Source: an optimization exercise on an open RTL-to-GDS flow (aim: small area and a short achievable clock period). Production flows keep margins and buffers that such runs may drop. In this exercise RTL edits were held to simulation tests only and were not proved equivalent to the original. Power figures rest on the tool's default switching activity, not on a simulated workload.

==> flow/design.v (excerpt) <==
module rfg_host (
    input  wire        clk,
    input  wire        resn,
    input  wire [7:0]  s_axis_tdata,
    input  wire        s_axis_tvalid,
    output wire        s_axis_tready,
    input  wire [7:0]  s_axis_tid,
    output wire [7:0]  m_axis_tdata,
    output wire        m_axis_tvalid,
    input  wire        m_axis_tready,
    output wire        m_axis_tlast,
    output wire [7:0]  m_axis_tid,
    output wire [7:0]  m_axis_tdest,
    output wire        debug_got_byte,
    output wire [3:0]  debug_state,
    input  wire [15:0]   hk_xadc_temperature,
    input  wire          hk_xadc_temperature_write,
    input  wire [15:0]   hk_xadc_vccint,
    input  wire          hk_xadc_vccint_write,
    output wire [31:0]   hk_conversion_trigger,
    output wire          hk_conversion_trigger_interrupt,
    input  wire          hk_stat_conversions_counter_enable,
    output wire [7:0]    hk_ctrl,
    output wire [2:0]    hk_ctrl_select_adc,
    output wire [7:0]    hk_adcdac_mosi_fifo_m_axis_tdata,
    output wire          hk_adcdac_mosi_fifo_m_axis_tvalid,
    input  wire          hk_adcdac_mosi_fifo_m_axis_tready,
    output wire          hk_adcdac_mosi_fifo_m_axis_tlast,
    input  wire [7:0]    hk_adc_miso_fifo_s_axis_tdata,
    input  wire          hk_adc_miso_fifo_s_axis_tvalid,
    output wire          hk_adc_miso_fifo_s_axis_tready,
    input  wire [31:0]   hk_adc_miso_fifo_read_size,
    input  wire          hk_adc_miso_fifo_read_size_write,
    output wire [7:0]    layer_0_cfg_ctrl,
    output wire          layer_0_cfg_ctrl_hold,
    output wire          layer_0_cfg_ctrl_reset,
    output wire          layer_0_cfg_ctrl_disable_autoread,
    output wire          layer_0_cfg_ctrl_cs,
    output wire          layer_0_cfg_ctrl_disable_miso,
    output wire          layer_0_cfg_ctrl_loopback,
    output wire [7:0]    layer_1_cfg_ctrl,
    output wire          layer_1_cfg_ctrl_hold,
    output wire          layer_1_cfg_ctrl_reset,
    output wire          layer_1_cfg_ctrl_disable_autoread,
    output wire          layer_1_cfg_ctrl_cs,
    output wire          layer_1_cfg_ctrl_disable_miso,
    output wire          layer_1_cfg_ctrl_loopback,
  ...
clock: 6.0 ns
lec_check: 0
cap_margin: 10
core_area: 10 10 335 335
cts_cluster_diameter: 80
cts_cluster_size: 20
die_area: 0 0 345 345
setup_slack_margin: 3.4
slew_margin: 20
standard.sh (not shown) runs the stock make flow with config.mk's settings and CLKGATE_MAP_FILE= SYNTH_SCRIPT=/design/flow/synth_recipe.tcl, a recipe that flattens the netlist after the stock synthesis.
==> flow/flow/run.sh <==
#!/bin/bash
set -o pipefail
cp standard.sh standard_sh_copy.log
export BUFFER_PORTS_ARGS="-buffer_cell sky130_fd_sc_hd__buf_1"
bash standard.sh > standard.log 2>&1
Change:
CTS_CLUSTER_DIAMETER = 120   (was 80)
CTS_CLUSTER_SIZE = 25   (was 20)
What happened: Area after synthesis is unchanged. Non-clock buffer count rose by 20. First-iteration DRC count came out lower by 1.2%. Clock skew is higher by 0.024 ns. Via count stays flat. Utilization decreases by 0.34 points. Setup slack degrades by 0.070 ns. Routed wire length falls by 0.42%. Die area stays the same. Final cell count barely changes. Hold slack improved by 0.0035 ns.
Change:
CAP_MARGIN = 20   (was 10)
CORE_AREA = 10 10 365 365   (was 10 10 335 335)
DIE_AREA = 0 0 375 375   (was 0 0 345 345)
After rerunning: The changed run went through all stages and came out clean. Synthesized area stays the same. Maximum frequency is lower by 1.6%. Utilization is lower by 8.5 points. Global-route usage goes down by 3.8 points.
Change:
CAP_MARGIN = 10   (was 20)
CORE_AREA = 10 10 350 350   (was 10 10 365 365)
DIE_AREA = 0 0 360 360   (was 0 0 375 375)
GPL_TIMING_DRIVEN = 0   (was default)
After rerunning: The changed run finished clean; setup slack is worse by 0.079 ns; synthesized cell count does not change; via count climbs by 7.5%; clock skew climbs by 0.012 ns; hold slack is worse by 0.056 ns; non-clock buffer count climbs by 365.
Change:
GPL_TIMING_DRIVEN = default   (was 0)
After rerunning: Core utilization decreases by 2.8 points. First-iteration DRC count decreases by about 19%. Global-route usage decreases by 5.3 points. Final cell count decreases by 5.3%. Area after synthesis stays the same. Routed wire length decreases by about 13%. Final area decreases by about 5%. Die area does not change. Clock skew decreases by 0.018 ns.

========
== JK ==
Another version of the RTL of rfg_host (not shown whole).
For scale: about 4900 cells after synthesis, about 950 I/O pins, ~0.053 mm^2 of cells after synthesis.
==> flow/config.mk <==
export PLATFORM = sky130hd
export DESIGN_NAME = rfg_host
export DESIGN_NICKNAME = rfg_host
export VERILOG_FILES = /design/flow/design.v
export SDC_FILE = /design/flow/constraint.sdc
export NUM_CORES = 4
export LEC_CHECK = 0
export CAP_MARGIN = 10
export CORE_AREA = 10 10 365 365
export CTS_CLUSTER_DIAMETER = 120
export CTS_CLUSTER_SIZE = 25
export DIE_AREA = 0 0 375 375
export SETUP_SLACK_MARGIN = 3.4
export SLEW_MARGIN = 10
==> flow/constraint.sdc <==
create_clock -name core_clock -period 6.0 [get_ports {clk}]
set_input_delay 1.2000 -clock core_clock [delete_from_list [all_inputs] [get_ports {clk}]]
set_output_delay 1.2000 -clock core_clock [all_outputs]
set_load 0.01 [all_outputs]
Scripts as last shown in full above: flow/flow/run.sh
[inputs] MS vs JK
Settings: swapping 10 for 20 in SLEW_MARGIN; swapping 10 for 20 in CAP_MARGIN.
- Re reported clock group power: JK was higher than MS.
- Comparing MS against JK, there is no change at all in cell count after synthesis.
- Detailed-route vias per instance: JK vs MS, no meaningful difference
- Density: MS denser than JK
- Length in cells of the worst reg-to-reg path is lower on MS

========
rfg_host with an RTL version that a note above also has.
For scale: ~4,800 cells after synthesis, roughly 1,200 flip-flops, about 950 I/O pins, roughly 0.053 mm^2 of cells after synthesis.
clock: 6.0 ns
lec_check: 0
cap_margin: 10
core_area: 10 10 320 320
cts_cluster_diameter: 120
cts_cluster_size: 25
die_area: 0 0 330 330
setup_slack_margin: 3.4
slew_margin: 20
Scripts as last shown in full above: flow/flow/run.sh
Edit:
--- a/flow/config.mk
+++ b/flow/config.mk
@@ -7,8 +7,8 @@
 export LEC_CHECK = 0
 export CAP_MARGIN = 10
-export CORE_AREA = 10 10 320 320
+export CORE_AREA = 10 10 365 365
 export CTS_CLUSTER_DIAMETER = 120
 export CTS_CLUSTER_SIZE = 25
-export DIE_AREA = 0 0 330 330
+export DIE_AREA = 0 0 375 375
 export SETUP_SLACK_MARGIN = 3.4
 export SLEW_MARGIN = 20
Effect: Combinational power climbs by about 7%; design area came out higher by about 2.8%; total power grows by 3.0%; via count falls by 0.48%.
Edit:
--- a/flow/config.mk
+++ b/flow/config.mk
@@ -7,8 +7,8 @@
 export LEC_CHECK = 0
 export CAP_MARGIN = 10
-export CORE_AREA = 10 10 365 365
-export CTS_CLUSTER_DIAMETER = 120
-export CTS_CLUSTER_SIZE = 25
-export DIE_AREA = 0 0 375 375
+export CORE_AREA = 10 10 320 320
+export CTS_CLUSTER_DIAMETER = 80
+export CTS_CLUSTER_SIZE = 20
+export DIE_AREA = 0 0 330 330
 export SETUP_SLACK_MARGIN = 3.4
 export SLEW_MARGIN = 20
What happened: The changed run completed with no timing, DRC or antenna violations; cell area decreases slightly; routed wire length decreases by a few percent; worst setup slack stays flat; non-clock buffer count decreases by 82; flip-flop and latch count stays the same; via count increases slightly; power increases slightly; sequential power stays flat; clock skew decreases by 10 ps; count of clock-buffer cells in the layout increases by 32; critical path depth increases by 5.

## static timing again, ports no longer ideal
The results above use ideal ports. As a check the final layouts listed here were re-extracted and re-timed, cells and wires unchanged.
Step 1: set_driving_cell puts a clkbuf_16 on clk and a buf_2 on each other input, an assumption about the parent block.
Step 2 adds t to the input delays and takes it off the output delays; t is the mean of the earliest and latest rising clock arrival at the registers after step 1. Input paths then give back, and output paths get back, about the clock's delay inside the block.
Three values: no drivers, after step 1, after step 2; two values: the first two.
| run | shift t [ns] | slack for setup (ns) | worst setup path after step 2 | slew at the worst register clock pin (ns) | worst slew at a driven data input, ns |
|---|---|---|---|---|---|
| the first run of note 1 | 0.760 | 3.363 / 3.234 / 2.473 | input to register | 0.10 / 0.10 | 0.31 |
| the second run of note 1 | 0.791 | 3.294 / 3.213 / 2.618 | input to register | 0.11 / 0.11 | 0.15 |
| the third run of note 1 | 0.799 | 3.249 / 3.166 / 2.597 | input to register | 0.12 / 0.12 | 0.26 |
| the fourth run of note 1 | 0.804 | 3.170 / 3.091 / 2.494 | input to register | 0.12 / 0.12 | 0.15 |
| the fifth run of note 1 | 0.774 | 3.312 / 3.237 / 2.598 | input to register | 0.12 / 0.12 | 0.15 |
| JK | 0.790 | 3.286 / 3.227 / 2.498 | input to register | 0.12 / 0.12 | 0.22 |
| MS | 0.802 | 3.275 / 3.205 / 2.437 | input to register | 0.12 / 0.12 | 0.22 |
| the first run of note 3 | 0.774 | 3.302 / 3.200 / 2.426 | input to register | 0.12 / 0.12 | 0.26 |
| the second run of note 3 | 0.799 | 3.249 / 3.166 / 2.597 | input to register | 0.12 / 0.12 | 0.26 |
| the third run of note 3 | 0.750 | 3.248 / 3.241 / 2.515 | input to register | 0.09 / 0.09 | 0.24 |
After both steps every run listed still meets setup and hold. The setup slack of the first run of note 1, which loses most, moves by -0.129 ns with the drivers and by -0.890 ns with both steps.
